From an optimization exercise on the open Yosys and OpenROAD flow, aimed at small area; shortcuts taken in it are not production practice. The RTL was checked by simulation tests, not by an equivalence proof against the original design. Power is estimated from default activity; no workload was simulated.

<file path="config.mk">
export PLATFORM = sky130hd
export DESIGN_NAME = cpsd_top
export DESIGN_NICKNAME = cpsd_top
export VERILOG_FILES = /design/flow/design.v
export SDC_FILE = /design/flow/constraint.sdc
export NUM_CORES = 4
export LEC_CHECK = 0
export ABC_AREA = 1
export CAP_MARGIN = 20
export CORE_MARGIN = 2
export CORE_UTILIZATION = 55
export CTS_BUF_LIST = sky130_fd_sc_hd__clkbuf_8
export CTS_CLUSTER_DIAMETER = 60
export CTS_CLUSTER_SIZE = 16
export PLACE_DENSITY = 0.65
export SLEW_MARGIN = 20
</file>
<file path="constraint.sdc">
create_clock -name core_clock -period 120.0 [get_ports {clk}]
set_input_delay 24.0000 -clock core_clock [delete_from_list [all_inputs] [get_ports {clk}]]
set_output_delay 24.0000 -clock core_clock [all_outputs]
set_load 0.01 [all_outputs]
</file>
<file path="flow/run.sh">
#!/bin/bash
# Own layout flow: the standard flow (standard.sh) with three changes.
#  1. Technology mapping: ABC maps the logic with an area-oriented script
#     (flow/abc_map.script) instead of the default one. Everything before
#     that step is the standard synthesis, so the registers are the same.
#  2. Clock tree: leaf clusters of up to 16 sinks driven by clkbuf_8, and no
#     dummy loads.
#  3. Port buffers: buf_1 instead of the default delay buffer.
#  4. No separate full/half-adder extraction before ABC (ADDER_MAP_FILE
#     empty): ABC maps the adders with the rest of the logic.
# Each tool's output goes to its own log: flow_make.log (make), and ORFS's
# per-step logs under orfs/logs.
set -euo pipefail
W=$(pwd)
ORIG=$(grep -o 'SYNTH_SCRIPT=[^ ]*' standard.sh | head -1 | cut -d= -f2 | tr -d "'")
cat > "$W/own_synth.tcl" <<EOF
proc abc {args} {
  set i [lsearch -exact \$args -script]
  if {\$i >= 0} { lset args [expr {\$i + 1}] $W/flow/abc_map.script }
  yosys abc {*}\$args
}
source $ORIG
EOF
bash standard.sh \
  "SYNTH_SCRIPT=$W/own_synth.tcl" \
  "CTS_ARGS=-sink_clustering_enable -repair_clock_nets -sink_clustering_size 16 -sink_clustering_max_diameter 60 -buf_list sky130_fd_sc_hd__clkbuf_8 -dont_use_dummy_load" \
  "BUFFER_PORTS_ARGS=-buffer_cell sky130_fd_sc_hd__buf_1" \
  "ADDER_MAP_FILE=" \
  finish > "$W/flow_make.log" 2>&1
</file>
<file path="design.v">
module cpsd_top
  #(parameter DATA_WIDTH = 16)
  (
    input rstn,
    input en,
    input clk,
    input start,
    input [DATA_WIDTH - 1 : 0] xin,
    input [DATA_WIDTH - 1 : 0] max,
    input qrs,
    output normal,
    output AF,
    output VF,
    output [DATA_WIDTH - 1 : 0] cpsd
  );
  localparam DL = 36;    
  localparam KW = 10;    
  localparam NC = 49;    
  integer i;
  function [15:0] add16;
    input [15:0] a;
    input [15:0] b;
    input ci;
    integer n;
    reg cy;
    begin
      cy = ci;
      for (n = 0; n < 16; n = n + 1)
      begin
        add16[n] = a[n] ^ b[n] ^ cy;
        cy = (a[n] & b[n]) | (a[n] & cy) | (b[n] & cy);
      end
    end
  endfunction
  function [15:0] inc16;
    input [15:0] a;
    integer n;
    reg cy;
    begin
      cy = 1'b1;
      for (n = 0; n < 16; n = n + 1)
      begin
        inc16[n] = a[n] ^ cy;
        cy = a[n] & cy;
      end
    end
  endfunction
  reg [15:0] dl [0 : DL - 6];
  reg [17:0] zl [0 : 4];
  always @(posedge clk)
  begin
    if (en)
    begin
      dl[0] <= xin;
      for (i = 1; i < DL - 5; i = i + 1)
        dl[i] <= dl[i - 1];
      zl[0] <= zvq[18:1];
      for (i = 1; i < 5; i = i + 1)
        zl[i] <= zl[i - 1];
    end
  end
  reg [5:0] vcnt;
  always @(posedge clk or negedge rstn)
  begin
    if (!rstn)
      vcnt <= 0;
    else if (en && vcnt != DL)
      vcnt <= inc16({10'd0, vcnt});
  end
  wire vy_valid = vcnt[5] | (&vcnt[4:0]);    
  wire vx_valid = (vcnt == DL);
  function [18:0] add19;    
    input [18:0] a;
    input [18:0] b;
    input ci;
    integer n;
    reg cy;
    begin
      cy = ci;
      for (n = 0; n < 19; n = n + 1)
      begin
        add19[n] = a[n] ^ b[n] ^ cy;
        cy = (a[n] & b[n]) | (a[n] & cy) | (b[n] & cy);
      end
    end
  endfunction
  function gt18;            
    input [17:0] a;
    input [17:0] b;
    integer n;
    reg cy;
    begin
      cy = 1'b0;
      for (n = 0; n < 18; n = n + 1)
        cy = (a[n] & ~b[n]) | (a[n] & cy) | (~b[n] & cy);
      gt18 = cy;
    end
  endfunction
  wire [14:0] m = max[14:0];
  wire [18:0] t1 = {4'b0, m};                                   
  wire [18:0] t3 = add19({3'b0, m, 1'b1}, {4'b0, m}, 1'b1);     
  wire [18:0] t5 = add19({2'b0, m, 2'b11}, {4'b0, m}, 1'b1);    
  wire m_lt4 = (m[14:2] == 0);
  wire m_lt12 = (m[14:4] == 0) && !(m[3] && m[2]);
  wire [2:0] qm = (m == 0) ? 3'd0 : (m == 1) ? 3'd3 : m_lt4 ? 3'd4 :
                  m_lt12 ? 3'd5 : 3'd6;                         
  function [18:0] zv;
    input [15:0] x;
    reg [18:0] x19, z;
    begin
      x19 = {{3{x[15]}}, x};
      z = add19({x19[16:0], 2'b00}, add19({x19[17:0], 1'b0}, 19'h7fff9, 1'b0), 1'b0);
      zv = {z[18], z[17:0] ^ {18{z[18]}}};
    end
  endfunction
  function [2:0] quant;
    input [18:0] sv;
    input [18:0] t1, t3, t5;
    input [2:0] qm;
    reg [1:0] n;
    reg [2:0] qc;
    begin
      n[1] = gt18(sv[17:0], t3[17:0]);
      n[0] = gt18(sv[17:0], n[1] ? t5[17:0] : t1[17:0]);
      qc = sv[18] ? 3'd3 - n : 3'd3 + n;
      quant = (qc < qm) ? qc : qm;
    end
  endfunction
  wire [2:0] q0 = quant({1'b1, 18'd6}, t1, t3, t5, qm);    
  wire [18:0] zvq = zv(dl[DL - 6]);
  wire [2:0] qy_n = vy_valid ? quant(zvq, t1, t3, t5, qm) : q0;
  wire [2:0] qx_n = vx_valid ? quant({zl[4], !zl[4][17]}, t1, t3, t5, qm) : q0;
  reg [2:0] qa;    
  reg [2:0] qb;    
  always @(posedge clk or negedge rstn)
  begin
    if (!rstn)
    begin
      qa <= 0;
      qb <= 0;
    end
    else if (en)
    begin
      qa <= qy_n;
      qb <= qx_n;
    end
  end
  reg [10:0] c;
  wire test = (c == 11'd1602);
  always @(posedge clk or negedge rstn)
  begin
    if (!rstn)
      c <= 0;
    else if (en)
    begin
      if (c == 0)
      begin
        if (start)
          c <= 1;
      end
      else if (!test)
        c <= inc16({5'd0, c});
    end
  end
  reg cv1_flag;
  always @(posedge clk or negedge rstn)
  begin
    if (!rstn)
      cv1_flag <= 1'b1;
    else if (en && test && qrs)
      cv1_flag <= 1'b0;
  end
  reg kpend;       
  reg rvalid;      
  reg [7:0] klo [0 : NC - 1];
  reg [5:0] ksa [0 : 2];
  reg [1:0] ksh [0 : 2];
  reg [7:0] rlo [0 : NC - 1];
  reg [5:0] rsa [0 : 2];
  reg [1:0] rsh [0 : 2];
  wire [5:0] qab = {qa, qb};
  reg [NC - 1 : 0] sel;
  reg [7:0] kloA;
  reg [7:0] rloA;
  always @(*)
  begin
    kloA = 8'd0;
    rloA = 8'd0;
    for (i = 0; i < NC; i = i + 1)
    begin
      sel[i] = (qa == i / 7) && (qb == i % 7);
      kloA = kloA | (klo[i] & {8{sel[i]}});
      rloA = rloA | (rlo[i] & {8{sel[i]}});
    end
  end
  wire [2:0] kmatch;
  wire [2:0] rmatch;
  genvar g;
  generate
    for (g = 0; g < 3; g = g + 1)
    begin : slot_match
      assign kmatch[g] = (ksh[g] != 0) && (ksa[g] == qab);
      assign rmatch[g] = (rsh[g] != 0) && (rsa[g] == qab);
    end
  endgenerate
  wire [1:0] khA = (kmatch[0] ? ksh[0] : 2'd0) | (kmatch[1] ? ksh[1] : 2'd0) |
                   (kmatch[2] ? ksh[2] : 2'd0);
  wire [1:0] rhA = (rmatch[0] ? rsh[0] : 2'd0) | (rmatch[1] ? rsh[1] : 2'd0) |
                   (rmatch[2] ? rsh[2] : 2'd0);
  wire [KW - 1 : 0] kA = kpend ? {KW{1'b0}} : {khA, kloA};
  wire [KW - 1 : 0] rA = rvalid ? {rhA, rloA} : {KW{1'b0}};
  wire [KW - 1 : 0] kN = inc16({6'd0, kA});
  wire [KW : 0] e = add16({5'd0, rA}, ~{5'd0, kA}, 1'b1);
  wire k0 = (kA == 0);
  wire thr_fall = !k0 && (e == 3);
  wire thr_rise = (k0 && rA[KW - 1 : 2] != 0) || (e == {(KW + 1){1'b1}} - 1'b1);
  wire nz_inc = (k0 && rA != 1) || (e == 0);
  wire nz_dec = !k0 && (e == 1);
  reg [6:0] cnt;
  wire [5:0] thr = cnt[5:0];
  wire copy = !test && qrs && (thr == 0);
  always @(posedge clk or negedge rstn)
  begin
    if (!rstn)
    begin
      kpend <= 1'b1;
      rvalid <= 1'b0;
    end
    else if (en)
    begin
      kpend <= 1'b0;
      if (copy)
        rvalid <= !kpend;
    end
  end
  wire kclr = qrs || kpend;
  wire [7:0] wbus = kclr ? 8'd0 : kN[7:0];
  wire wrap = !kclr && (kloA == 8'hff);
  wire [2:0] kfree = {ksh[2] == 0, ksh[1] == 0, ksh[0] == 0};
  wire [2:0] kalloc = (kmatch != 0) ? 3'b000 :
                      kfree[0] ? 3'b001 : kfree[1] ? 3'b010 : kfree[2] ? 3'b100 : 3'b000;
  always @(posedge clk)
  begin
    if (en)
    begin
      for (i = 0; i < NC; i = i + 1)
      begin
        if (kclr || sel[i])
          klo[i] <= (i == 0) ? (wbus | {7'd0, kpend && !qrs}) : wbus;
        if (copy)
          rlo[i] <= klo[i];
      end
      for (i = 0; i < 3; i = i + 1)
      begin
        if (kclr)
          ksh[i] <= 2'd0;
        else if (wrap && kmatch[i])
          ksh[i] <= ksh[i] + 1'b1;
        else if (wrap && kalloc[i])
        begin
          ksh[i] <= 2'd1;
          ksa[i] <= qab;
        end
        if (copy)
        begin
          rsh[i] <= ksh[i];
          rsa[i] <= ksa[i];
        end
      end
    end
  end
  wire [6:0] nz = cnt;
  reg [5:0] nq;
  reg [5:0] cv1m1;       
  reg cv1neg;
  reg [5:0] cvq;         
  reg [5:0] cpsd_r;
  wire nz0 = (nz == 0);
  wire nwrap = test && !cv1_flag && !cv1neg && (nz[5:0] == cv1m1);
  wire nborrow = test && !cv1_flag && nz0;
  wire cinc = test ? nz_inc : thr_fall;
  wire cdec = test ? nz_dec : (thr_rise && thr != 0);
  always @(posedge clk or negedge rstn)
  begin
    if (!rstn)
      cnt <= 0;
    else if (en)
    begin
      if (qrs || c == 11'd1601)
        cnt <= 0;
      else if (cinc)
        cnt <= nwrap ? 7'd0 : inc16({9'd0, cnt});
      else if (cdec)
        cnt <= nborrow ? {1'b0, cv1m1} : add16({9'd0, cnt}, 16'hffff, 1'b0);
    end
  end
  always @(posedge clk or negedge rstn)
  begin
    if (!rstn)
      nq <= 0;
    else if (en && test)
    begin
      if (qrs)
        nq <= 0;
      else if (nz_inc && nwrap)
        nq <= inc16({10'd0, nq});
      else if (nz_dec && nborrow)
        nq <= add16({10'd0, nq}, 16'hffff, 1'b0);
    end
  end
  always @(posedge clk or negedge rstn)
  begin
    if (!rstn)
    begin
      cv1m1 <= 6'd0;
      cv1neg <= 1'b0;
      cvq <= 6'd0;
    end
    else if (en && test && qrs)
    begin
      if (cv1_flag)
      begin
        cv1neg <= nz[6];
        cv1m1 <= nz0 ? 6'd0 : add16({10'd0, nz[5:0]}, 16'hffff, 1'b0);
      end
      else
        cvq <= nq;
    end
  end
  always @(posedge clk or negedge rstn)
  begin
    if (!rstn)
      cpsd_r <= 0;
    else if (en && !cv1_flag && qrs)
      cpsd_r <= cvq;
  end
  assign cpsd = {10'd0, cpsd_r};
  wire act = rstn && en;
  wire le5 = (cpsd_r[5:3] == 0) && !(cpsd_r[2] && cpsd_r[1]);
  wire gt10 = (cpsd_r[5:4] != 0) || (cpsd_r[3] && (cpsd_r[2] || (cpsd_r[1] && cpsd_r[0])));
  assign normal = act && le5;
  assign AF = act && !le5 && !gt10;
  assign VF = act && gt10;
endmodule
</file>
<file path="standard.sh">
#!/bin/bash
# synth_recipe.tcl (not shown) runs the flow's synth.tcl, then flattens the netlist and writes it again
# the make line also repeats each setting of config.mk as NAME=value (left out here)
make -C /OpenROAD-flow-scripts/flow DESIGN_CONFIG=/design/flow/config.mk WORK_HOME=/design/flow/orfs CLKGATE_MAP_FILE= SYNTH_SCRIPT=/design/flow/synth_recipe.tcl "${@:-finish}"
</file>
<file path="flow/abc_map.script">
strash
dc2
dc2
&get -n
&dch -f
&nf -a -R 1000
&put
</file>
==> results.yml, run 1 <==
detailed_routing:
  viasPerCell: 6.738
  drt_wl_total_microns: 134900
  ant_nets: 0
  dr.first_iter.drc_count: 6038
  wl_per_cell_microns: 30.31
  vias: 29990
  dr.pass1.iters: 10
  drc_errors: 0
worst_setup_path:
  worstSetupPathType: "in -> out"
  critical_path_arrival_ps: 25230
  timing.rr.start: "dl[30][2]"
  max_stage_delay_ps: 580
  worstSetupStartpoint: "rstn"
  r2r_slack_ps: 108120
  startpoint_type: "input pin"
  endpoint_kind: "output pin"
  crit_required_ps: 96000
  path_delay_family: "buffers and inverters"
  cp_cell_sequence: "clkbuf_2 -> buf_4 -> nand2_1 -> nor3_1 -> buf_1"
  crit_path_top_delay_cell: "buf_4"
  worst-path-max-fanout: 60
  critPathBufInv: 3
synthesis:
  synth.area.top_cells: "edfxtp_1, a222oi_1, dfrtp_1, nor2_1, xnor2_1"
  synth-seq-cells: 1476
  yosysTopAreaCell: "edfxtp_1"
  syn-instance-count: 2920
  synthesis.area_sq_mm: 0.05342
  synth_edf_count: 1418
  syn_area_per_cell_sq_um: 18.30
  synthArstFlopShare_pct: 3.930
  ys_seq_area_share_pct: 82.43
  synth.distinct_cells: 58
  synth_top_area_share_pct: 79.70
  ys_warn_count: 9
  ys.flop_type: "edfxtp_1"
floorplan:
  io_pins: 56
  core_area_sq_mm: 0.09642
  rows: 114
  die_area_sq_mm: 0.09964
  fp.dieH_microns: 315.7
  fp.dieW_microns: 315.7
  start_util_pct: 55.41
sta:
  setup-tns-final_ps: 0
  fin_crit_sh_pct: 41.03
  period_minus_slack_ps: 49230
  maxSlewViolCount: 0
  tightest_slew_ps: 1364
  finalSetupViolations: 0
  fmax_ghz: 0.02031
  hold_viol_final: 0
  fin_skew_ps: 147.5
  slew_headroom_pct: 9.100
  rsz0062_at_grt: "false"
layout:
  nets: 3209
  final_common_cell: "edfxtp_1"
  regArea_sq_mm: 0.04403
  drive_above_1_share_pct: 8.549
  syn_to_final_growth_pct: 8.029
  final_cell_mix: "edfxtp_1, nor2_1, a222oi_1"
  final_cell_count_no_fill: 4451
  nFillCells: 7079
  multi_input_area_sq_mm: 0.009455
pwr:
  irDropWorstVdd_uv: 13.22
  power.density_mw_per_mm2: 18.79
  p_leak_nw: 18.93
clock_tree:
  clkTransAtPathRegs_ps: 90
  cts_max_path_buffers: 3
  postCtsHoldBufs: 0
  clk_latency_ps: 840
  clockRootBuffer: "clkbuf_8"
  h-tree-depth: 3
  cts_tree: "done"
  cts_resized: 0
  clock-sinks: 1476
  cts_setup_buffers: 0
  cts_buffers: 111
placement:
  place_congestion: 0.9440
  portBuffers: 44
  dpl.hpwl_microns: 79710
  dpl.cell_count: 4334
global_route:
  grt_usage_pct: 27.01
  first_global_vias: 28500
  grt_max_degree: 193
  antenna_found_initial: 1
  grt_overflow: 0
  grt_pass1_wl_microns: 192100
hold_path:
  hold_start: "dl[25][15]"
  min_path_type: "reg -> reg"
outcome:
  outcome: "complete, no violations"
job:
  max_cap_violations: 0
## per-stage QoR
step / area (sq um) / util, % / worst slack (ps) / hold WS [ps] / power, mW
after floorplan: 53460 / - / 65630 / 400.3 / 0.8095
after global placement: 56030 / 58.11 / 70720 / 400.3 / 0.8533
after detailed placement: 56130 / 58.21 / 70730 / 404.5 / 0.8615
after CTS: 57660 / 59.80 / 70730 / 290.7 / 1.085
after global routing: 57710 / 59.85 / 70560 / 304.3 / 1.123
final: 57710 / 59.85 / 70770 / 310.2 / 1.085
## cells in the mapped netlist (all sizes together) (41+ instances only)
library cell and instances:
o21ai 58, nand2 121, a222oi 170, dfrtp 56, a21oi 82, xor2 41, nand3 43, edfxtp 1418
xnor2 86, nor2 263, a22oi 82, nand4 57
## cell families (layout without fill, tap and decap cells)
family | count (synthesis) | after routing | share of synthesized area, %
xor gates and xnor gates | 127 | 127 | 2.082
muxes | 41 | 41 | 0.8010
and+or+nand+nor | 626 | 626 | 5.412
buffers and inverters | 50 | 291 | 0.4216
other | 1 | 15 | 0.007019
AOI/OAI and AO/OA | 568 | 568 | 8.270
DFF | 1476 | 1476 | 82.43
adders and majority gates | 31 | 31 | 0.5808
## routing by layer
metal | wire (microns) | part of all wire (%) | GRT usage [%]
met1 | 47920 | 36 | 36.56
met2 | 58570 | 43 | 40.01
met3 | 20030 | 15 | 8.625
met4 | 8242 | 6.1 | 13.19
met5 | 136 | 0.10 | 0
## cell type report
type | count | area share (%)
clock buffer | 111 | 2.647
antenna | 5 | 0.02168
timing repair buffer | 140 | 1.622
tap | 1276 | 2.766
sequential | 1476 | 76.30
multi-input combinational | 1403 | 16.38
inverter | 40 | 0.2602
## registers in the layout (all words and copies together), names as in the netlist
signal    count
qb            3
rsa          18
nq            6
cv1m1         6
kpend         1
c            11
cpsd_r        6
ksh           6
dl          496
zl           90
qa            3
rsh           6
cv1_flag      1
rvalid        1
ksa          18
cvq           6
klo         392
cv1neg        1
cnt           7
vcnt          6
rlo         392
## worst paths after layout
check | end | depth (start not counted)
worst max-delay path | AF | 5
worst min-delay path | dl[26][15] | 0
worst max register to register | qa[1] | 60
min in group asynchronous | vcnt[4] | 2
max in group asynchronous | cnt[5] | 2
worst min register to register | dl[26][15] | 0
## report_power, final
group	total [mW]	internal [mW]	switching [mW]
registers	0.681	0.653	0.0275
logic	0.175	0.0513	0.124
clock network	0.229	0.0822	0.146
total	1.08	0.787	0.298
==> run 2, diff against run 1 <==
--- a/config.mk
+++ b/config.mk
@@ -10,3 +10,3 @@
 export CORE_MARGIN = 2
-export CORE_UTILIZATION = 55
+export CORE_UTILIZATION = 48
 export CTS_BUF_LIST = sky130_fd_sc_hd__clkbuf_8
@@ -14,3 +14,3 @@
 export CTS_CLUSTER_SIZE = 16
-export PLACE_DENSITY = 0.65
+export PLACE_DENSITY = 0.6
 export SLEW_MARGIN = 20
==> run 2 against run 1 <==
Sequential cell count is the same. Combinational power about the same. Clock power rose by 2%. Utilization decreased by 7.2 points. Synthesized cell count unchanged. Global-route usage is 2.8 points lower. Via count down 1.2%. Setup slack better by 31 ps. Fmax about the same. Wire length increased by 3.0%. Largest cell class unchanged. Worst hold slack improved by 49 ps. Still clean on timing, DRC and antenna. Final area grew 0.78%.
==> results.yml, run 2 <==
synthesis:
  yosysTopAreaCell: "edfxtp_1"
  syn-instance-count: 2920
  synth_top_area_share_pct: 79.70
  synth.distinct_cells: 58
  ys.flop_type: "edfxtp_1"
  synth.area.top_cells: "edfxtp_1, a222oi_1, dfrtp_1, nor2_1, xnor2_1"
  synth-seq-cells: 1476
  ys_warn_count: 9
  syn_area_per_cell_sq_um: 18.30
  synth_most_common_cell: "edfxtp_1"
  synth_edf_count: 1418
  synthesis.area_sq_mm: 0.05342
  synthArstFlopShare_pct: 3.930
  yosys-top-cells-count: "edfxtp_1, nor2_1, a222oi_1"
  ys_seq_area_share_pct: 82.43
clock_tree:
  cts_buffers: 114
  postCtsHoldBufs: 0
  h-tree-depth: 3
  cts_max_path_buffers: 3
  cts_tree: "done"
  cts_resized: 0
  clk_latency_ps: 860
  cts_setup_buffers: 0
  clock-sinks: 1476
  clockRootBuffer: "clkbuf_8"
  clkTransAtPathRegs_ps: 90
layout:
  final_common_cell: "edfxtp_1"
  final_cell_mix: "edfxtp_1, nor2_1, a222oi_1"
  drive_above_1_share_pct: 9.154
  reg.largest.list: "dl: 496 flops, klo: 392 flops, rlo: 392 flops"
  largest_register_ffs: 496
  final_cell_area_sq_mm: 0.05816
  regArea_sq_mm: 0.04403
  regMostFlops: "dl"
  nFillCells: 8790
  multi_input_area_sq_mm: 0.009434
  nets: 3229
  syn_to_final_growth_pct: 8.874
pwr:
  combPwrFrac_pct: 16.3
  p_int_mw: 0.7900
  irDropWorstVdd_uv: 10.26
  switchingPower_mw: 0.3016
  p_leak_nw: 19.05
  p_seq_share_pct: 62.4
  p_sw_share_pct: 27.63
  power.density_mw_per_mm2: 18.77
  clockPowerShare_pct: 21.4
detailed_routing:
  ant_nets: 0
  vias: 29620
  viasPerCell: 6.329
  drc_errors: 0
  wl_per_cell_microns: 29.67
  dr.first_iter.drc_count: 5453
  dr.pass1.iters: 11
  drt_wl_total_microns: 138900
outcome:
  outcome: "complete, no violations"
floorplan:
  core_area_sq_mm: 0.1105
  rows: 122
  fp.dieH_microns: 337.6
  io_pins: 56
  start_util_pct: 48.34
  die_area_sq_mm: 0.1140
  fp.dieW_microns: 337.6
global_route:
  grt_overflow: 0
  grt_pass1_wl_microns: 196300
  first_global_vias: 28300
  antenna_found_initial: 4
  grt_max_degree: 198
  grt_usage_pct: 24.17
sta:
  maxSlewViolCount: 0
  rsz0062_at_grt: "false"
  setup-tns-final_ps: 0
  finalSetupViolations: 0
  fin_crit_sh_pct: 41.00
  fmax_ghz: 0.02033
  fin_skew_ps: 133.4
  hold_viol_final: 0
  period_minus_slack_ps: 49200
  slew_headroom_pct: 13.91
  tightest_slew_ps: 1287
worst_setup_path:
  r2r_slack_ps: 108540
  critical_path_arrival_ps: 25200
  worstSetupPathType: "in -> out"
  crit_required_ps: 96000
  reg2reg_depth: 58
  endpoint_kind: "output pin"
  worst-path-max-fanout: 60
  startpoint_type: "input pin"
hold_path:
  min_path_type: "reg -> reg"
  whs_path_depth: 0
placement:
  place_congestion: 0.9386
  portBuffers: 44
  dpl.hpwl_microns: 83390
  place_area_sq_mm: 0.05648
job:
  max_cap_violations: 0
[run 2: cell counts after synthesis]
Identical to the previous run, type by type.
[run 2: power groups by stage]
stage / Combinational [mW] / Sequential [mW] / Clock, mW
3_3_place_gp: 0.168 / 0.689 / 0
6_report: 0.177 / 0.681 / 0.233
2_1_floorplan: 0.105 / 0.704 / 0
4_1_cts: 0.173 / 0.680 / 0.240
3_5_place_dp: 0.172 / 0.692 / 0
5_1_grt: 0.190 / 0.686 / 0.256
[run 2: metrics by stage]
step | utilization, % | worst slack (ps) | cells | total power, mW | hold slack, ps
finish | 52.63 | 70800 | 4681 | 1.092 | 359.5
global route | 52.63 | 70540 | 4679 | 1.132 | 357.8
CTS | 52.52 | 70730 | 4674 | 1.093 | 359.7
detailed placement | 51.10 | 70730 | 4560 | 0.8639 | 404.5
global placement | 51.05 | 70720 | 4559 | 0.8569 | 400.0
floorplan | - | 65630 | 2929 | 0.8095 | 400.3
[run 2: area by class of cell]
| cell class | instances | share of cell area [%] |
|---|---|---|
| flip-flops and latches | 1476 | 75.71 |
| multi-input cells | 1403 | 16.22 |
| clock buffers | 114 | 2.698 |
| repair buffers | 157 | 1.904 |
| inverters | 40 | 0.2581 |
| diodes | 3 | 0.01291 |
| well taps | 1488 | 3.201 |
[run 2: worst max-delay path, cell delays in order]
cell	delay, ps
clkbuf_2	80
buf_4	580
nand2_1	150
nor3_1	190
buf_1	170
[run 2: logic make-up after synthesis]
kind of cell               synth area share [%]
DFF                                       82.43
and+or+nand+nor                           5.412
AOI/OAI and AO/OA                         8.270
xor gates and xnor gates                  2.082
buffers and inverters                    0.4216
muxes                                    0.8010
adders and majority gates                0.5808
other                                  0.007019
[run 2: final timing paths]
path | startpoint | endpoint
worst max-delay path | rstn | AF
worst min-delay path | dl[0][7] | dl[1][7]
min in group asynchronous | rstn | vcnt[4]
worst min register to register | dl[0][7] | dl[1][7]
worst max register to register | dl[30][2] | qa[1]
max in group asynchronous | rstn | cnt[2]
[run 2: layer usage]
| layer | GRT usage [%] | vias to the layer above | part of all wire [%] |
|---|---|---|---|
| met4 | 10.63 | 4 | 5.1 |
| met1 | 31.91 | 14730 | 37 |
| met2 | 36.38 | 2040 | 44 |
| met3 | 8.472 | 392 | 14 |
| met5 | 0 | - | 0.018 |
| li1 | - | 12460 | - |
==> run 3, diff against run 2 <==
--- a/flow/run.sh
+++ b/flow/run.sh
@@ -5,3 +5,3 @@
 #     that step is the standard synthesis, so the registers are the same.
-#  2. Clock tree: leaf clusters of up to 16 sinks driven by clkbuf_8, and no
+#  2. Clock tree: leaf clusters of up to 18 sinks driven by clkbuf_8, and no
 #     dummy loads.
@@ -25,3 +25,3 @@
   "SYNTH_SCRIPT=$W/own_synth.tcl" \
-  "CTS_ARGS=-sink_clustering_enable -repair_clock_nets -sink_clustering_size 16 -sink_clustering_max_diameter 60 -buf_list sky130_fd_sc_hd__clkbuf_8 -dont_use_dummy_load" \
+  "CTS_ARGS=-sink_clustering_enable -repair_clock_nets -sink_clustering_size 18 -sink_clustering_max_diameter 45 -buf_list sky130_fd_sc_hd__clkbuf_8 -dont_use_dummy_load" \
   "BUFFER_PORTS_ARGS=-buffer_cell sky130_fd_sc_hd__buf_1" \
--- a/config.mk
+++ b/config.mk
@@ -10,3 +10,3 @@
 export CORE_MARGIN = 2
-export CORE_UTILIZATION = 48
+export CORE_UTILIZATION = 55
 export CTS_BUF_LIST = sky130_fd_sc_hd__clkbuf_8
@@ -14,3 +14,3 @@
 export CTS_CLUSTER_SIZE = 16
-export PLACE_DENSITY = 0.6
+export PLACE_DENSITY = 0.65
 export SLEW_MARGIN = 20
==> run 3 against run 2 <==
Still clean. Clock skew down 36 ps. Register-to-register slack worse by 410 ps. Cell count down 4.4%. Final area down 0.14%. Wire length down 2.9%. Setup slack worse by 32 ps. Synthesized area unchanged. Power up 1.8%. Non-clock buffer count down 18. Critical path type unchanged. Largest power group unchanged.
==> results.yml, run 3 <==
sta:
  rsz0062_at_grt: "false"
  fmax_ghz: 0.02031
  slew_headroom_pct: 16.93
  setup-tns-final_ps: 0
  fin_skew_ps: 97.54
  period_minus_slack_ps: 49230
  holdWs_ps: 354.3
  tightest_slew_ps: 1245
  maxSlewViolCount: 0
  finalSetupViolations: 0
  hold_viol_final: 0
  fin_crit_sh_pct: 41.03
global_route:
  grt_usage_pct: 27.20
  first_global_vias: 28900
  grt_overflow: 0
  antenna_found_initial: 1
  grt_pass1_wl_microns: 192800
  grt_max_degree: 193
synthesis:
  synth.distinct_cells: 58
  syn-instance-count: 2920
  synth_most_common_cell: "edfxtp_1"
  ys.flop_type: "edfxtp_1"
  synth_edf_count: 1418
  ys_seq_area_share_pct: 82.43
  synth_top_area_share_pct: 79.70
  syn_area_per_cell_sq_um: 18.30
  synth-adder-area-share_pct: 0.5808
  synthArstFlopShare_pct: 3.930
  synth-simple-area-share_pct: 5.412
  yosys-top-cells-count: "edfxtp_1, nor2_1, a222oi_1"
  synth.area.top_cells: "edfxtp_1, a222oi_1, dfrtp_1, nor2_1, xnor2_1"
  yosysTopAreaCell: "edfxtp_1"
  synth_compound_area_share_pct: 8.270
  synth_top_family_by_area: "compound AO/OA/AOI/OAI gates"
  synth-seq-cells: 1476
  yosys-mux-area-fraction_pct: 0.8010
  synth_xor_area_share_pct: 2.082
  synthesis.area_sq_mm: 0.05342
  ys_warn_count: 9
pwr:
  power_mw: 1.111
  irDropWorstVdd_uv: 10.22
  power.density_mw_per_mm2: 19.13
  p_leak_nw: 19.13
worst_setup_path:
  startpoint_type: "input pin"
  crit_required_ps: 96000
  worst-path-max-fanout: 60
  endpoint_kind: "output pin"
  critical_path_arrival_ps: 25230
  worstSetupPathType: "in -> out"
floorplan:
  fp.dieW_microns: 315.7
  core_area_sq_mm: 0.09642
  fp.dieH_microns: 315.7
  io_pins: 56
  die_area_sq_mm: 0.09964
  rows: 114
  start_util_pct: 55.41
clock_tree:
  cts_setup_buffers: 0
  clkTransAtPathRegs_ps: 80
  h-tree-depth: 4
  cts_buffers: 140
  cts_resized: 0
  clk_latency_ps: 870
  cts_max_path_buffers: 3
  cts_tree: "done"
  clockRootBuffer: "clkbuf_8"
  clock-sinks: 1476
  postCtsHoldBufs: 0
detailed_routing:
  drt_wl_total_microns: 134900
  dr.first_iter.drc_count: 5702
  viasPerCell: 6.700
  drc_errors: 0
  wl_per_cell_microns: 30.15
  vias: 29980
  ant_nets: 0
  dr.pass1.iters: 10
layout:
  syn_to_final_growth_pct: 8.726
  largest_register_ffs: 496
  drive_above_1_share_pct: 9.318
  final_cell_mix: "edfxtp_1, nor2_1, a222oi_1"
  final_cell_area_sq_mm: 0.05809
  final_common_cell: "edfxtp_1"
  regMostFlops: "dl"
  final_cell_count_no_fill: 4475
  reg.largest.list: "dl: 496 flops, klo: 392 flops, rlo: 392 flops"
  nets: 3237
placement:
  dpl.hpwl_microns: 79710
  portBuffers: 44
  place_area_sq_mm: 0.05613
  dpl.cell_count: 4334
  place_congestion: 0.9440
hold_path:
  min_path_type: "reg -> reg"
outcome:
  outcome: "complete, no violations"
job:
  max_cap_violations: 0
==> run 3: report_power, final <==
group / total (mW) / leakage, nW / internal (mW) / switching, mW
sequential: 0.681 / 14.3 / 0.654 / 0.0276
clock: 0.255 / 1.01 / 0.104 / 0.151
combinational: 0.175 / 3.84 / 0.0512 / 0.124
==> run 3: worst paths after layout <==
path / slack [ps] / startpoint / to / cells after the start
max: 70770 / rstn / AF / 5
min: 350 / dl[25][12] / dl[26][12] / 0
max reg2reg: 108130 / dl[30][2] / qa[1] / 60
min reg2reg: 350 / dl[25][12] / dl[26][12] / 0
max in group asynchronous: 96080 / rstn / c[10] / 2
min in group asynchronous: 23340 / rstn / vcnt[4] / 2
==> run 3: critical path, stage by stage <==
cell	delay [ps]
clkbuf_2	80
buf_4	590
nand2_1	160
nor3_1	200
buf_1	180
==> run 3: logic make-up (layout without fill, tap and decap cells) <==
kind of cell	after synthesis	in the layout
AO/OA/AOI/OAI	568	568
XOR/XNOR	127	127
adder cells (fa/ha/maj)	31	31
buffers and inverters	50	319
flip-flops	1476	1476
multiplexers	41	41
other	1	11
AND/OR/NAND/NOR	626	626
==> run 3: cell type report <==
class                      instances  area, sq um
timing repair buffer             139        924.6
antenna                            1        2.502
fill                            7040        38340
multi-input combinational       1403         9450
clock buffer                     140         1927
sequential                      1476        44030
inverter                          40        150.1
tap                             1276         1597
==> run 3: through the flow <==
step / setup slack, ps / utilization (%)
after floorplan: 65630 / -
after global placement: 70720 / 58.11
after detailed placement: 70730 / 58.21
after CTS: 70730 / 60.21
after global routing: 70560 / 60.24
final: 70770 / 60.24
==> run 3: routing by layer <==
layer,wire length (microns),vias up,track usage [%]
met2,58960,2301,40.29
met1,47330,14730,36.46
met5,0,-,0
met3,20750,457,8.586
met4,7870,0,14.31
li1,-,12490,-

==> re-timing with driven ports <==
How much do the figures lean on ideal ports? The routed layouts below were timed once more, with nothing changed but the port constraints. Step 1 (the two cells are an assumption about what drives the block):
set clk [get_ports {clk}]
set_driving_cell -lib_cell sky130_fd_sc_hd__clkbuf_16 $clk
set_driving_cell -lib_cell sky130_fd_sc_hd__buf_2 [delete_from_list [all_inputs] $clk]
Step 2 times the ports against the registers' clock, not the clock port: input delays grow and output delays shrink by t, the midpoint of the rising clock arrivals with the driver on. a / b / c = ideal ports / drivers / drivers and shift; a / b = the first two.
run	shift t [ns]	setup WS [ns]	worst setup path after step 2	latest minus earliest clock arrival (ns)
run 1	0.832	70.769 / 70.746 / 70.746	input to output	0.148 / 0.148
run 2	0.857	70.800 / 70.773 / 70.773	input to output	0.133 / 0.133
run 3	0.877	70.768 / 70.746 / 70.746	input to output	0.112 / 0.112
After both steps every run listed still meets setup and hold. For run 2, which loses most, drivers alone change the setup slack by -0.027 ns; drivers and shift together by -0.027 ns.
